From an optimization exercise on the open Yosys and OpenROAD flow, aimed at small area, a short achievable clock period and few clock cycles per item; shortcuts taken in it are not production practice. Where RTL was checked, it was by simulation tests only, not by an equivalence proof against the original. No activity file was given, so power comes from the tool's default toggle rates.

==> flow/design.v <==
module div
	#(
		parameter W=32
	 )
	(
		input wire clk, reset, str_trg,
		input wire [W-1:0] dvsr, dvnd,
		input wire [5:0] cd, ca,
		output wire ready,
		output reg done_trg,
		output wire [W-1:0] quo, rmd
	);
	reg        busy_reg;
	reg [4:0]  n_reg;
	reg [W-1:0] r_reg, q_reg, d_reg;
	wire       dz = cd[5];
	wire [5:0] p  = cd - ca;
	wire       imm = dz | (ca > cd);
	wire [W:0] diff = {1'b0, r_reg} - {1'b0, d_reg};
	wire       ge = ~diff[W];
	wire       last = (n_reg == 0);
	always @(posedge clk, posedge reset)
		if (reset)
			busy_reg <= 1'b0;
		else if (str_trg)
			busy_reg <= ~imm;
		else if (last)
			busy_reg <= 1'b0;
	always @(posedge clk)
	begin
		if (str_trg)
		begin
			n_reg <= p[4:0];
			d_reg <= dvsr << p[4:0];
		end
		else
		begin
			n_reg <= n_reg - 1'b1;
			d_reg <= d_reg >> 1;
		end
		if (str_trg)
			r_reg <= dvnd;
		else if (busy_reg & ge)
			r_reg <= diff[W-1:0];
		if (str_trg)
			q_reg <= {W{dz}};
		else if (busy_reg)
			q_reg <= {q_reg[W-2:0], ge};
	end
	always @*
		done_trg = str_trg ? imm : (busy_reg & last);
	assign ready = ~busy_reg;
	assign quo = q_reg;
	assign rmd = r_reg;
endmodule
module div_avalon
	#(
		parameter W     = 32,
				  CBIT  = 6
	 )
	(
		input wire clk, reset,
		input wire [2:0] div_address,
		input wire div_chipselect,
		input wire div_write,
		input wire [W-1:0] div_writedata,
		output wire [W-1:0] div_readdata,
		output wire div_irq,
		output wire div_rdy
	);
	wire div_start, div_ready, set_done_trg, clr_done_trg;
	reg [W-1:0] dvnd_reg, dvsr_reg;
	reg [5:0] ca_reg, cd_reg;
	reg done_trg_reg;
	wire [W-1:0] quo, rmd;
	wire wr_en, wr_dvnd, wr_dvsr;
	reg [5:0] wclz;
	integer i;
	always @*
	begin
		wclz = 6'd32;
		for (i = 0; i < W; i = i + 1)
			if (div_writedata[i]) wclz = 6'd31 - i[5:0];
	end
	div #(.W(32)) d1
		 ( .clk(clk), .reset(reset), .str_trg(div_start), .dvsr(dvsr_reg), .dvnd(dvnd_reg),
		   .cd(cd_reg), .ca(ca_reg),
		   .ready(div_ready), .done_trg(set_done_trg), .quo(quo), .rmd(rmd));
	always @(posedge clk)
	begin
		if (wr_dvnd)
		begin
			dvnd_reg <= div_writedata;
			ca_reg <= wclz;
		end
		if (wr_dvsr)
		begin
			dvsr_reg <= div_writedata;
			cd_reg <= wclz;
		end
	end
	always @(posedge clk, posedge reset)
		if (reset)
			done_trg_reg <= 1'b0;
		else if (set_done_trg)
			done_trg_reg <= 1'b1;
		else if (clr_done_trg)
			done_trg_reg <= 1'b0;
	assign wr_en = div_write & div_chipselect;
	assign wr_dvnd = (div_address == 3'h0) & wr_en;
	assign wr_dvsr = (div_address == 3'h1) & wr_en;
	assign div_start = (div_address == 3'h2) & wr_en & div_ready;
	assign clr_done_trg = (div_address == 3'h6) & wr_en;
	assign div_readdata = (div_address == 3'h3) ? quo :
						  (div_address == 3'h4) ? rmd :
						  {31'b0, (div_address == 3'h5) ? div_ready : done_trg_reg};
	assign div_rdy = div_ready;
	assign div_irq = done_trg_reg;
endmodule
==> flow/config.mk <==
export PLATFORM = sky130hd
export DESIGN_NAME = div_avalon
export DESIGN_NICKNAME = div_avalon
export VERILOG_FILES = /design/flow/design.v
export SDC_FILE = /design/flow/constraint.sdc
export NUM_CORES = 4
export LEC_CHECK = 0
export CAP_MARGIN = 20
export CORE_MARGIN = 2
export CORE_UTILIZATION = 40
export SLEW_MARGIN = 20
==> flow/constraint.sdc <==
create_clock -name core_clock -period 5.0 [get_ports {clk}]
set_input_delay 1.0000 -clock core_clock [delete_from_list [all_inputs] [get_ports {clk}]]
set_output_delay 1.0000 -clock core_clock [all_outputs]
set_load 0.01 [all_outputs]
run.sh (not shown) runs the stock make flow with config.mk's settings and CLKGATE_MAP_FILE= SYNTH_SCRIPT=/design/flow/synth_recipe.tcl, a recipe that flattens the netlist after the stock synthesis.
Edit:
--- a/flow/design.v
+++ b/flow/design.v
@@ -5,15 +5,25 @@
 	(
 		input wire clk, reset, str_trg,
 		input wire [W-1:0] dvsr, dvnd,
-		input wire [5:0] cd, ca,
 		output wire ready,
 		output reg done_trg,
 		output wire [W-1:0] quo, rmd
 	);
+	function [5:0] clz32;
+		input [31:0] x;
+		integer i;
+		begin
+			clz32 = 6'd32;
+			for (i = 0; i < 32; i = i + 1)
+				if (x[i]) clz32 = 6'd31 - i[5:0];
+		end
+	endfunction
 	reg        busy_reg;
 	reg [4:0]  n_reg;
 	reg [W-1:0] r_reg, q_reg, d_reg;
-	wire       dz = cd[5];
+	wire [5:0] ca = clz32(dvnd);
+	wire [5:0] cd = clz32(dvsr);
+	wire       dz = (dvsr == 0);
 	wire [5:0] p  = cd - ca;
 	wire       imm = dz | (ca > cd);
 	wire [W:0] diff = {1'b0, r_reg} - {1'b0, d_reg};
@@ -70,34 +80,18 @@
 	);
 	wire div_start, div_ready, set_done_trg, clr_done_trg;
 	reg [W-1:0] dvnd_reg, dvsr_reg;
-	reg [5:0] ca_reg, cd_reg;
 	reg done_trg_reg;
 	wire [W-1:0] quo, rmd;
 	wire wr_en, wr_dvnd, wr_dvsr;
-	reg [5:0] wclz;
-	integer i;
-	always @*
-	begin
-		wclz = 6'd32;
-		for (i = 0; i < W; i = i + 1)
-			if (div_writedata[i]) wclz = 6'd31 - i[5:0];
-	end
 	div #(.W(32)) d1
 		 ( .clk(clk), .reset(reset), .str_trg(div_start), .dvsr(dvsr_reg), .dvnd(dvnd_reg),
-		   .cd(cd_reg), .ca(ca_reg),
 		   .ready(div_ready), .done_trg(set_done_trg), .quo(quo), .rmd(rmd));
 	always @(posedge clk)
 	begin
 		if (wr_dvnd)
-		begin
 			dvnd_reg <= div_writedata;
-			ca_reg <= wclz;
-		end
 		if (wr_dvsr)
-		begin
 			dvsr_reg <= div_writedata;
-			cd_reg <= wclz;
-		end
 	end
 	always @(posedge clk, posedge reset)
 		if (reset)
Outcome: Sequential share of layout area decreases by 3.7 points. Worst hold slack barely changes. Clock-buffer cell count decreases by 1. Setup slack gets worse by 620 ps. Combinational power increases to 3.6 times its value. Final cell count increases by 2.5%. Clock skew decreases by 7.4 ps. Non-clock buffer count increases by 5. First-iteration DRC count increases by 34%. Via count increases by 5.9%. Maximum frequency decreases by 13%. Die area increases by 1.5%. Utilization decreases by 0.46 points.
Testbench counts after the change, summed over its fixed seeds: cycles 24,255, items 2,048.
Only the layout flow was run in the first run of this note; the RTL was not checked for function there.

---

// div_avalon: RTL as listed in full above, without the edits since
==> flow/config.mk <==
export PLATFORM = sky130hd
export DESIGN_NAME = div_avalon
export DESIGN_NICKNAME = div_avalon
export VERILOG_FILES = /design/flow/design.v
export SDC_FILE = /design/flow/constraint.sdc
export NUM_CORES = 4
export LEC_CHECK = 0
export CAP_MARGIN = 20
export CORE_MARGIN = 2
export CORE_UTILIZATION = 40
export SETUP_SLACK_MARGIN = 1.8
export SLEW_MARGIN = 20
==> flow/constraint.sdc <==
create_clock -name core_clock -period 5.0 [get_ports {clk}]
set_input_delay 1.0000 -clock core_clock [delete_from_list [all_inputs] [get_ports {clk}]]
set_output_delay 1.0000 -clock core_clock [all_outputs]
set_load 0.01 [all_outputs]
Then changed:
--- a/flow/design.v
+++ b/flow/design.v
@@ -14,12 +14,32 @@
 	reg [4:0]  n_reg;
 	reg [W-1:0] r_reg, q_reg, d_reg;
 	wire       dz = cd[5];
 	wire [5:0] p  = cd - ca;
 	wire       imm = dz | (ca > cd);
-	wire [W:0] diff = {1'b0, r_reg} - {1'b0, d_reg};
-	wire       ge = ~diff[W];
+	reg [W-1:0] G, P, Gn, Pn;
+	integer i, s;
+	always @*
+	begin
+		G = r_reg & ~d_reg;
+		P = r_reg ^ ~d_reg;
+		G[0] = G[0] | P[0];
+		P[0] = 1'b0;
+		for (s = 1; s < W; s = s * 2)
+		begin
+			Gn = G; Pn = P;
+			for (i = 0; i < W; i = i + 1)
+				if (i & s)
+				begin
+					Gn[i] = G[i] | (P[i] & G[(i & ~(s-1)) - 1]);
+					Pn[i] = P[i] & P[(i & ~(s-1)) - 1];
+				end
+			G = Gn; P = Pn;
+		end
+	end
+	wire [W-1:0] diff = r_reg ^ ~d_reg ^ {G[W-2:0], 1'b1};
+	wire       ge = G[W-1];
 	wire       last = (n_reg == 0);
 	always @(posedge clk, posedge reset)
 		if (reset)
 			busy_reg <= 1'b0;
 		else if (str_trg)
@@ -39,11 +59,11 @@
 			d_reg <= d_reg >> 1;
 		end
 		if (str_trg)
 			r_reg <= dvnd;
 		else if (busy_reg & ge)
-			r_reg <= diff[W-1:0];
+			r_reg <= diff;
 		if (str_trg)
 			q_reg <= {W{dz}};
 		else if (busy_reg)
 			q_reg <= {q_reg[W-2:0], ge};
 	end
The changed run went through all stages and came out clean.
Hold slack is worse by 0.0039 ns.
Maximum frequency shrinks by 1.1%.
Die area went down by 1.9%.
Critical path depth goes up by 7.
Cell area goes down by 1.3%.
Wire length fell by 8.7%.
Sequential power stays flat.
Area after synthesis falls by 2.0%.
Synthesized cell count is lower by 7.6%.
Testbench counts after the change, summed over its fixed seeds: cycles 24,255, items 2,048.
Function not checked in the first run of this note: the RTL went through the layout flow alone.

---

before:
RTL: the design.v shown in full above, as it stands there.
export LEC_CHECK = 0
export CAP_MARGIN = 20
export CORE_MARGIN = 2
export CORE_UTILIZATION = 60
export CTS_BUF_LIST = sky130_fd_sc_hd__clkbuf_4 sky130_fd_sc_hd__clkbuf_8
export SETUP_SLACK_MARGIN = 1.6
export SLEW_MARGIN = 20
create_clock -name core_clock -period 5.0 [get_ports {clk}]
standard.sh (not shown) runs the stock make flow with config.mk's settings and CLKGATE_MAP_FILE= SYNTH_SCRIPT=/design/flow/synth_recipe.tcl, a recipe that flattens the netlist after the stock synthesis.
==> flow/flow/run.sh <==
#!/bin/bash
# Standard layout, with the port buffers made from buf_2 cells instead of
# the slow delay-buffer cells buffer_ports picks on its own.
set -euo pipefail
export BUFFER_PORTS_ARGS="-buffer_cell sky130_fd_sc_hd__buf_2"
bash standard.sh > standard.log 2>&1
Here is what was changed in the inputs of after compared with before.
==> flow/design.v, changed modules only <==
module div
	#(
		parameter W=32
	 )
	(
		input wire clk, reset, str_trg,
		input wire [W-1:0] dvsr, dvnd,
		input wire [5:0] cd, ca,
		output wire ready,
		output reg done_trg,
		output wire [W-1:0] quo, rmd
	);
	reg        busy_reg;
	reg [4:0]  n_reg;
	reg [W-1:0] r_reg, q_reg, d_reg;
	wire       dz = cd[5];
	wire [5:0] p  = cd - ca;
	wire       imm = dz | (ca > cd);
	wire [W-1:0] g0 = r_reg & ~d_reg;
	wire [W-1:0] p0 = r_reg ^ ~d_reg;
	reg [W-1:0] G, P, Gn, Pn;
	integer i, s;
	always @*
	begin
		G = g0; P = p0;
		G[0] = r_reg[0] | ~d_reg[0];
		P[0] = 1'b0;
		for (s = 1; s < W; s = s * 2)
		begin
			Gn = G; Pn = P;
			for (i = 0; i < W; i = i + 1)
				if (i & s)
				begin
					if (i == 1)
						Gn[i] = g0[1] | (p0[1] & g0[0]) | (p0[1] & p0[0]);
					else if (i == s)
						Gn[i] = g0[i] | (p0[i] & g0[i-1]) | (p0[i] & p0[i-1] & G[i-2]);
					else
						Gn[i] = G[i] | (P[i] & G[(i & ~(s-1)) - 1]);
					Pn[i] = P[i] & P[(i & ~(s-1)) - 1];
				end
			G = Gn; P = Pn;
		end
	end
	wire [W-1:0] diff = p0 ^ {G[W-2:0], 1'b1};
	wire       ge = G[W-1];
	wire       last = (n_reg == 0);
	always @(posedge clk, posedge reset)
		if (reset)
			busy_reg <= 1'b0;
		else if (str_trg)
			busy_reg <= ~imm;
		else if (last)
			busy_reg <= 1'b0;
	always @(posedge clk)
	begin
		if (str_trg)
		begin
			n_reg <= p[4:0];
			d_reg <= dvsr << p[4:0];
		end
		else
		begin
			n_reg <= n_reg - 1'b1;
			d_reg <= d_reg >> 1;
		end
		if (str_trg)
			r_reg <= dvnd;
		else if (busy_reg & ge)
			r_reg <= diff;
		if (str_trg)
			q_reg <= {W{dz}};
		else if (busy_reg)
			q_reg <= {q_reg[W-2:0], ge};
	end
	always @*
		done_trg = str_trg ? imm : (busy_reg & last);
	assign ready = ~busy_reg;
	assign quo = q_reg;
	assign rmd = r_reg;
endmodule
Results
- Number of nets in the finished design delta for after relative to before: about 7% lower
- Diff before -> after: share of cell area taken by muxes after synthesis now larger; clock skew after layout now larger; worst hold slack now smaller.
- after vs before — non-clock buffer count dropped by a few percent
- Against before, area of the mapped netlist in after came out better.
- Going from before to after, global routing met1 resource utilization now sits lower; number of cells traversed by the worst register-to-register path now sits lower; critical path depth now sits lower; power now sits higher.
Testbench counts of after, summed over its fixed seeds: cycles 24,255, items 2,048.
No functional check of the RTL was part of before.

==> what the ideal ports hide <==
The flow's constraints put no driver on any port. The routed layouts listed below were extracted and timed again, unchanged, in two steps.
Step 1 sets driving cells, clkbuf_16 on the clock port and buf_2 on the other inputs (assumed; they add their load-dependent delay and slew).
Step 2 moves the port delays by t, midway between the first and last clock arrival at a register: inputs arrive t later, outputs are due t later. That takes back most of the time a late clock gives input paths.
a / b / c = ideal / step 1 / step 2; a / b = the first two.
run | t, ns | setup slack, ns | worst hold slack (ns) | slew at the worst register clock pin (ns)
the first run of note 1 | 0.469 | 0.981 / 0.955 / 0.955 | 0.468 / 0.468 / 0.468 | 0.07 / 0.07
the second run of note 1 | 0.471 | 0.360 / 0.360 / 0.360 | 0.466 / 0.466 / 0.466 | 0.07 / 0.07
the first run of note 2 | 0.480 | 1.722 / 1.670 / 1.414 | 0.464 / 0.464 / 0.464 | 0.07 / 0.07
the second run of note 2 | 0.476 | 1.684 / 1.684 / 1.531 | 0.460 / 0.460 / 0.460 | 0.07 / 0.07
before | 0.498 | 1.708 / 1.708 / 1.506 | 0.375 / 0.352 / 0.459 | 0.09 / 0.09
after | 0.508 | 1.722 / 1.722 / 1.711 | 0.368 / 0.351 / 0.479 | 0.10 / 0.10
After both steps every run listed still meets setup and hold. For the first run of note 2, which loses most, drivers alone change the setup slack by -0.052 ns; drivers and shift together by -0.308 ns.
